From an optimization exercise on the open Yosys and OpenROAD flow, aimed at small area; shortcuts taken in it are not production practice.
Function was checked by simulation only, so behaviour that the tests miss may differ from the original.
Power and IR drop assume default switching activity.

==> v14 <==
## Cajero
module Cajero(input Clk, Reset,
              input TARJETA_RECIBIDA, TIPO_TRANS,
              input [15:0] PIN,
              input DIGITO_STB, MONTO_STB,
              input [3:0] DIGITO,
              input [31:0] MONTO,
              input [63:0] BALANCE_INICIAL,
              output [63:0] BALANCE,
              output BALANCE_ACTUALIZADO, ENTREGAR_DINERO,
              output PIN_INCORRECTO, ADVERTENCIA, BLOQUEO, FONDOS_INSUFICIENTES);
    localparam S_IDLE = 3'b000, S_WAIT = 3'b001, S_AUTH = 3'b011, S_BLK = 3'b010,
               S_DEP  = 3'b110, S_WD   = 3'b111, S_NF   = 3'b101;
    reg [2:0]  st, nst;
    reg [31:0] amtn;            
    wire [2:0] cnt = amtn[18:16];   
    wire [1:0] att = amtn[20:19];   
    reg  [2:0] ncnt;
    reg  [1:0] natt;
    wire auth = (st == S_AUTH);
    wire sub  = (st == S_WD);
    wire inv_hi = auth | sub;   
    always @(posedge Clk, negedge Reset)
        if (~Reset) st <= S_IDLE;
        else        st <= nst;
    wire [31:21] yn;            
    wire [20:0] y;              
    wire [20:0] dmux;           
    wire [15:0] eqb;            
    wire [20:16] nctr = ~{natt, ncnt};
    always @(posedge Clk) begin
        amtn[31:16] <= {yn, dmux[20:16]};
        if (auth | DIGITO_STB) amtn[15:0] <= dmux[15:0];
    end
    Cajero_xor2 u_y0 (.a(MONTO[0]), .b(TIPO_TRANS), .y(y[0]));
  ...
clock: 8.0 ns
lec_check: 0
cap_margin: 20
core_margin: 2
core_utilization: 65
slew_margin: 20
standard.sh (not shown) runs the stock make flow with config.mk's settings and CLKGATE_MAP_FILE= SYNTH_SCRIPT=/design/flow/synth_recipe.tcl, a recipe that flattens the netlist after the stock synthesis.
==> flow/flow/run.sh <==
#!/bin/bash
set -euo pipefail
W=$(pwd)
bash standard.sh "SYNTH_SCRIPT=$W/flow/synth_area.tcl" \
  "BUFFER_PORTS_ARGS=-buffer_cell sky130_fd_sc_hd__buf_1" \
  "CTS_ARGS=-sink_clustering_enable -repair_clock_nets -buf_list sky130_fd_sc_hd__clkbuf_8 -dont_use_dummy_load" \
  finish > "$W/flow_make.log" 2>&1
==> flow/flow/leafmap.v <==
// Maps the design's one-gate modules (Cajero_<gate>) to the library gate of the same function.
module Cajero_xor2  (input a, b, output y);          sky130_fd_sc_hd__xor2_1  _TECHMAP_REPLACE_ (.A(a), .B(b), .X(y)); endmodule
module Cajero_xnor2 (input a, b, output y);          sky130_fd_sc_hd__xnor2_1 _TECHMAP_REPLACE_ (.A(a), .B(b), .Y(y)); endmodule
module Cajero_nand2 (input a, b, output y);          sky130_fd_sc_hd__nand2_1 _TECHMAP_REPLACE_ (.A(a), .B(b), .Y(y)); endmodule
module Cajero_nor2  (input a, b, output y);          sky130_fd_sc_hd__nor2_1  _TECHMAP_REPLACE_ (.A(a), .B(b), .Y(y)); endmodule
module Cajero_and2  (input a, b, output y);          sky130_fd_sc_hd__and2_1  _TECHMAP_REPLACE_ (.A(a), .B(b), .X(y)); endmodule
module Cajero_mux2i (input s, a0, a1, output y);     sky130_fd_sc_hd__mux2i_1 _TECHMAP_REPLACE_ (.S(s), .A0(a0), .A1(a1), .Y(y)); endmodule
module Cajero_a21oi (input a1, a2, b1, output y);    sky130_fd_sc_hd__a21oi_1 _TECHMAP_REPLACE_ (.A1(a1), .A2(a2), .B1(b1), .Y(y)); endmodule
module Cajero_o21ai (input a1, a2, b1, output y);    sky130_fd_sc_hd__o21ai_1 _TECHMAP_REPLACE_ (.A1(a1), .A2(a2), .B1(b1), .Y(y)); endmodule
module Cajero_a21o  (input a1, a2, b1, output y);    sky130_fd_sc_hd__a21o_1  _TECHMAP_REPLACE_ (.A1(a1), .A2(a2), .B1(b1), .X(y)); endmodule
module Cajero_a31o  (input a1, a2, a3, b1, output y); sky130_fd_sc_hd__a31o_1 _TECHMAP_REPLACE_ (.A1(a1), .A2(a2), .A3(a3), .B1(b1), .X(y)); endmodule
module Cajero_and4  (input a, b, c, d, output y);    sky130_fd_sc_hd__and4_1  _TECHMAP_REPLACE_ (.A(a), .B(b), .C(c), .D(d), .X(y)); endmodule
module Cajero_nor4  (input a, b, c, d, output y);    sky130_fd_sc_hd__nor4_1  _TECHMAP_REPLACE_ (.A(a), .B(b), .C(c), .D(d), .Y(y)); endmodule
module Cajero_and4bb(input a_n, b_n, c, d, output y); sky130_fd_sc_hd__and4bb_1 _TECHMAP_REPLACE_ (.A_N(a_n), .B_N(b_n), .C(c), .D(d), .X(y)); endmodule
Other scripts of this flow, unchanged in this note and not shown: flow/flow/abc_amap.script, flow/flow/synth_area.tcl
==> inputs of v37, as changes to v14 <==
--- a/flow/design.v
+++ b/flow/design.v
@@ -18,34 +18,35 @@
               input [3:0] DIGITO,
               input [31:0] MONTO,
               input [63:0] BALANCE_INICIAL,
               output [63:0] BALANCE,
               output BALANCE_ACTUALIZADO, ENTREGAR_DINERO,
               output PIN_INCORRECTO, ADVERTENCIA, BLOQUEO, FONDOS_INSUFICIENTES);
-    localparam S_IDLE = 3'b000, S_WAIT = 3'b001, S_AUTH = 3'b011, S_BLK = 3'b010,
-               S_DEP  = 3'b110, S_WD   = 3'b111, S_NF   = 3'b101;
+    localparam S_IDLE = 3'd0, S_WAIT = 3'd1, S_AUTH = 3'd2, S_BLK = 3'd3,
+               S_DEP  = 3'd4, S_WD   = 3'd5, S_NF   = 3'd6;
     reg [2:0]  st, nst;
+    reg [2:0]  cnt, ncnt;       
+    reg [1:0]  att, natt;       
     reg [31:0] amtn;            
-    wire [2:0] cnt = amtn[18:16];   
-    wire [1:0] att = amtn[20:19];   
-    reg  [2:0] ncnt;
-    reg  [1:0] natt;
     wire auth = (st == S_AUTH);
     wire sub  = (st == S_WD);
     wire inv_hi = auth | sub;   
     always @(posedge Clk, negedge Reset)
         if (~Reset) st <= S_IDLE;
         else        st <= nst;
-    wire [31:21] yn;            
-    wire [20:0] y;              
-    wire [20:0] dmux;           
+    always @(posedge Clk) begin
+        cnt <= ncnt;
+        att <= natt;
+    end
+    wire [31:16] yn;            
+    wire [15:0] y;              
+    wire [15:0] dmux;           
     wire [15:0] eqb;            
-    wire [20:16] nctr = ~{natt, ncnt};
     always @(posedge Clk) begin
-        amtn[31:16] <= {yn, dmux[20:16]};
-        if (auth | DIGITO_STB) amtn[15:0] <= dmux[15:0];
+        amtn[31:16] <= yn;
+        if (auth | DIGITO_STB) amtn[15:0] <= dmux;
     end
     Cajero_xor2 u_y0 (.a(MONTO[0]), .b(TIPO_TRANS), .y(y[0]));
     Cajero_mux2i u_d0 (.s(auth), .a0(DIGITO[0]), .a1(y[0]), .y(dmux[0]));
     Cajero_xor2 u_e0 (.a(amtn[0]), .b(PIN[0]), .y(eqb[0]));
     Cajero_xor2 u_y1 (.a(MONTO[1]), .b(TIPO_TRANS), .y(y[1]));
     Cajero_mux2i u_d1 (.s(auth), .a0(DIGITO[1]), .a1(y[1]), .y(dmux[1]));
@@ -89,22 +90,17 @@
     Cajero_xor2 u_y14 (.a(MONTO[14]), .b(TIPO_TRANS), .y(y[14]));
     Cajero_mux2i u_d14 (.s(auth), .a0(amtn[10]), .a1(y[14]), .y(dmux[14]));
     Cajero_xnor2 u_e14 (.a(amtn[14]), .b(PIN[14]), .y(eqb[14]));
     Cajero_xor2 u_y15 (.a(MONTO[15]), .b(TIPO_TRANS), .y(y[15]));
     Cajero_mux2i u_d15 (.s(auth), .a0(amtn[11]), .a1(y[15]), .y(dmux[15]));
     Cajero_xnor2 u_e15 (.a(amtn[15]), .b(PIN[15]), .y(eqb[15]));
-    Cajero_xor2 u_y16 (.a(MONTO[16]), .b(TIPO_TRANS), .y(y[16]));
-    Cajero_mux2i u_d16 (.s(auth), .a0(nctr[16]), .a1(y[16]), .y(dmux[16]));
-    Cajero_xor2 u_y17 (.a(MONTO[17]), .b(TIPO_TRANS), .y(y[17]));
-    Cajero_mux2i u_d17 (.s(auth), .a0(nctr[17]), .a1(y[17]), .y(dmux[17]));
-    Cajero_xor2 u_y18 (.a(MONTO[18]), .b(TIPO_TRANS), .y(y[18]));
-    Cajero_mux2i u_d18 (.s(auth), .a0(nctr[18]), .a1(y[18]), .y(dmux[18]));
-    Cajero_xor2 u_y19 (.a(MONTO[19]), .b(TIPO_TRANS), .y(y[19]));
-    Cajero_mux2i u_d19 (.s(auth), .a0(nctr[19]), .a1(y[19]), .y(dmux[19]));
-    Cajero_xor2 u_y20 (.a(MONTO[20]), .b(TIPO_TRANS), .y(y[20]));
-    Cajero_mux2i u_d20 (.s(auth), .a0(nctr[20]), .a1(y[20]), .y(dmux[20]));
+    Cajero_xnor2 u_y16 (.a(MONTO[16]), .b(TIPO_TRANS), .y(yn[16]));
+    Cajero_xnor2 u_y17 (.a(MONTO[17]), .b(TIPO_TRANS), .y(yn[17]));
+    Cajero_xnor2 u_y18 (.a(MONTO[18]), .b(TIPO_TRANS), .y(yn[18]));
+    Cajero_xnor2 u_y19 (.a(MONTO[19]), .b(TIPO_TRANS), .y(yn[19]));
+    Cajero_xnor2 u_y20 (.a(MONTO[20]), .b(TIPO_TRANS), .y(yn[20]));
     Cajero_xnor2 u_y21 (.a(MONTO[21]), .b(TIPO_TRANS), .y(yn[21]));
     Cajero_xnor2 u_y22 (.a(MONTO[22]), .b(TIPO_TRANS), .y(yn[22]));
     Cajero_xnor2 u_y23 (.a(MONTO[23]), .b(TIPO_TRANS), .y(yn[23]));
     Cajero_xnor2 u_y24 (.a(MONTO[24]), .b(TIPO_TRANS), .y(yn[24]));
     Cajero_xnor2 u_y25 (.a(MONTO[25]), .b(TIPO_TRANS), .y(yn[25]));
     Cajero_xnor2 u_y26 (.a(MONTO[26]), .b(TIPO_TRANS), .y(yn[26]));
==> flow/flow/leafmap.v (replaced) <==
// Maps the design's one-gate modules (Cajero_<gate>) to the library gate of the same function.
module Cajero_xor2  (input a, b, output y);          sky130_fd_sc_hd__xor2_1  _TECHMAP_REPLACE_ (.A(a), .B(b), .X(y)); endmodule
module Cajero_xnor2 (input a, b, output y);          sky130_fd_sc_hd__xnor2_1 _TECHMAP_REPLACE_ (.A(a), .B(b), .Y(y)); endmodule
module Cajero_nand2 (input a, b, output y);          sky130_fd_sc_hd__nand2_1 _TECHMAP_REPLACE_ (.A(a), .B(b), .Y(y)); endmodule
module Cajero_nor2  (input a, b, output y);          sky130_fd_sc_hd__nor2_1  _TECHMAP_REPLACE_ (.A(a), .B(b), .Y(y)); endmodule
module Cajero_and2  (input a, b, output y);          sky130_fd_sc_hd__and2_1  _TECHMAP_REPLACE_ (.A(a), .B(b), .X(y)); endmodule
module Cajero_mux2i (input s, a0, a1, output y);     sky130_fd_sc_hd__mux2i_1 _TECHMAP_REPLACE_ (.S(s), .A0(a0), .A1(a1), .Y(y)); endmodule
module Cajero_a21oi (input a1, a2, b1, output y);    sky130_fd_sc_hd__a21oi_1 _TECHMAP_REPLACE_ (.A1(a1), .A2(a2), .B1(b1), .Y(y)); endmodule
module Cajero_o21ai (input a1, a2, b1, output y);    sky130_fd_sc_hd__o21ai_0 _TECHMAP_REPLACE_ (.A1(a1), .A2(a2), .B1(b1), .Y(y)); endmodule
module Cajero_a21o  (input a1, a2, b1, output y);    sky130_fd_sc_hd__a21o_1  _TECHMAP_REPLACE_ (.A1(a1), .A2(a2), .B1(b1), .X(y)); endmodule
module Cajero_a31o  (input a1, a2, a3, b1, output y); sky130_fd_sc_hd__a31o_1 _TECHMAP_REPLACE_ (.A1(a1), .A2(a2), .A3(a3), .B1(b1), .X(y)); endmodule
module Cajero_and4  (input a, b, c, d, output y);    sky130_fd_sc_hd__and4_1  _TECHMAP_REPLACE_ (.A(a), .B(b), .C(c), .D(d), .X(y)); endmodule
module Cajero_nor4  (input a, b, c, d, output y);    sky130_fd_sc_hd__nor4_1  _TECHMAP_REPLACE_ (.A(a), .B(b), .C(c), .D(d), .Y(y)); endmodule
module Cajero_and4bb(input a_n, b_n, c, d, output y); sky130_fd_sc_hd__and4bb_1 _TECHMAP_REPLACE_ (.A_N(a_n), .B_N(b_n), .C(c), .D(d), .X(y)); endmodule
Settings changed: CORE_UTILIZATION 65 to 40.
==> inputs of v22, as changes to v14 <==
Settings changed: PLACE_DENSITY set to 0.85.
==> comparison table <==
quantity	v14	v22	v37
Timing-limited maximum frequency	0.133 GHz	0.134 GHz	0.135 GHz
Clock distribution power	0.114 mW	0.116 mW	0.126 mW
Levels on crit path	35	35	22
Reg2reg setup slack	2.47 ns	2.31 ns	2.39 ns
Met1 layer wirelength in the final routing	4050 µm	4120 µm	4810 µm
Via count of the first global-routing pass	3,701	3,809	3,756
Top cell type's share of synthesized area	0.246	0.246	0.232
Switching portion of total power	0.497	0.501	0.402
Static leakage power	1.71 nW	1.69 nW	1.73 nW
Crit path capture	BALANCE[63]	BALANCE[63]	BALANCE[31]
Capture point of the worst reg-to-reg path	st[1]	st[1]	st[0]
Clk_skew	0.0172 ns	0.0157 ns	0.0262 ns
Fraction of area in non-clock buffers	0.157	0.155	0.155
Power in combinational cells	0.889 mW	0.895 mW	0.323 mW
Site row count	28	28	36
IR Drop Worst-Case VDD	0.193 mV	0.197 mV	0.0777 mV
Status	timing/DRC/antenna clean	timing/DRC/antenna clean	timing/DRC/antenna clean
Placeable core region	5890 µm²	5890 µm²	9730 µm²
Overall power	1.28 mW	1.29 mW	0.705 mW
Iteration-0 DRC Markers	188	145	100
Non-Filler Cell Area, Final	4910 µm²	4880 µm²	5030 µm²
Fraction of final layout cells with drive strength greater than 1	0.0237	0.0208	0.0266
Average cell area after synthesis	8.34 µm²	8.34 µm²	8.45 µm²
Count of non-filler cells in the finished layout	749	749	810
Die Outline Area	6710 µm²	6710 µm²	10,800 µm²
Vias after detailed routing	3,997	4,006	3,900

static timing again, ports no longer ideal:
How much do the figures lean on ideal ports? The routed layouts below were timed once more, with nothing changed but the port constraints.
Step 1 sets driving cells, clkbuf_16 on the clock port and buf_2 on the other inputs (assumed; they add their load-dependent delay and slew).
Step 2 adds t to the input delays and takes it off the output delays; t is the mean of the earliest and latest rising clock arrival at the registers after step 1. Input paths then give back, and output paths get back, about the clock's delay inside the block.
Three values: ideal, step 1, step 2; two values: the first two.
run	t, ns	setup WS [ns]	clock arrival spread, ns	worst register clock-pin slew, ns
v14	0.308	0.464 / 0.442 / 0.442	0.017 / 0.017	0.07 / 0.07
v37	0.316	0.580 / 0.549 / 0.549	0.026 / 0.026	0.09 / 0.09
v22	0.307	0.529 / 0.506 / 0.506	0.016 / 0.015	0.07 / 0.07
After both steps every run listed still meets setup and hold. The setup slack of v37, which loses most, moves by -0.031 ns with the drivers and by -0.031 ns with both steps.
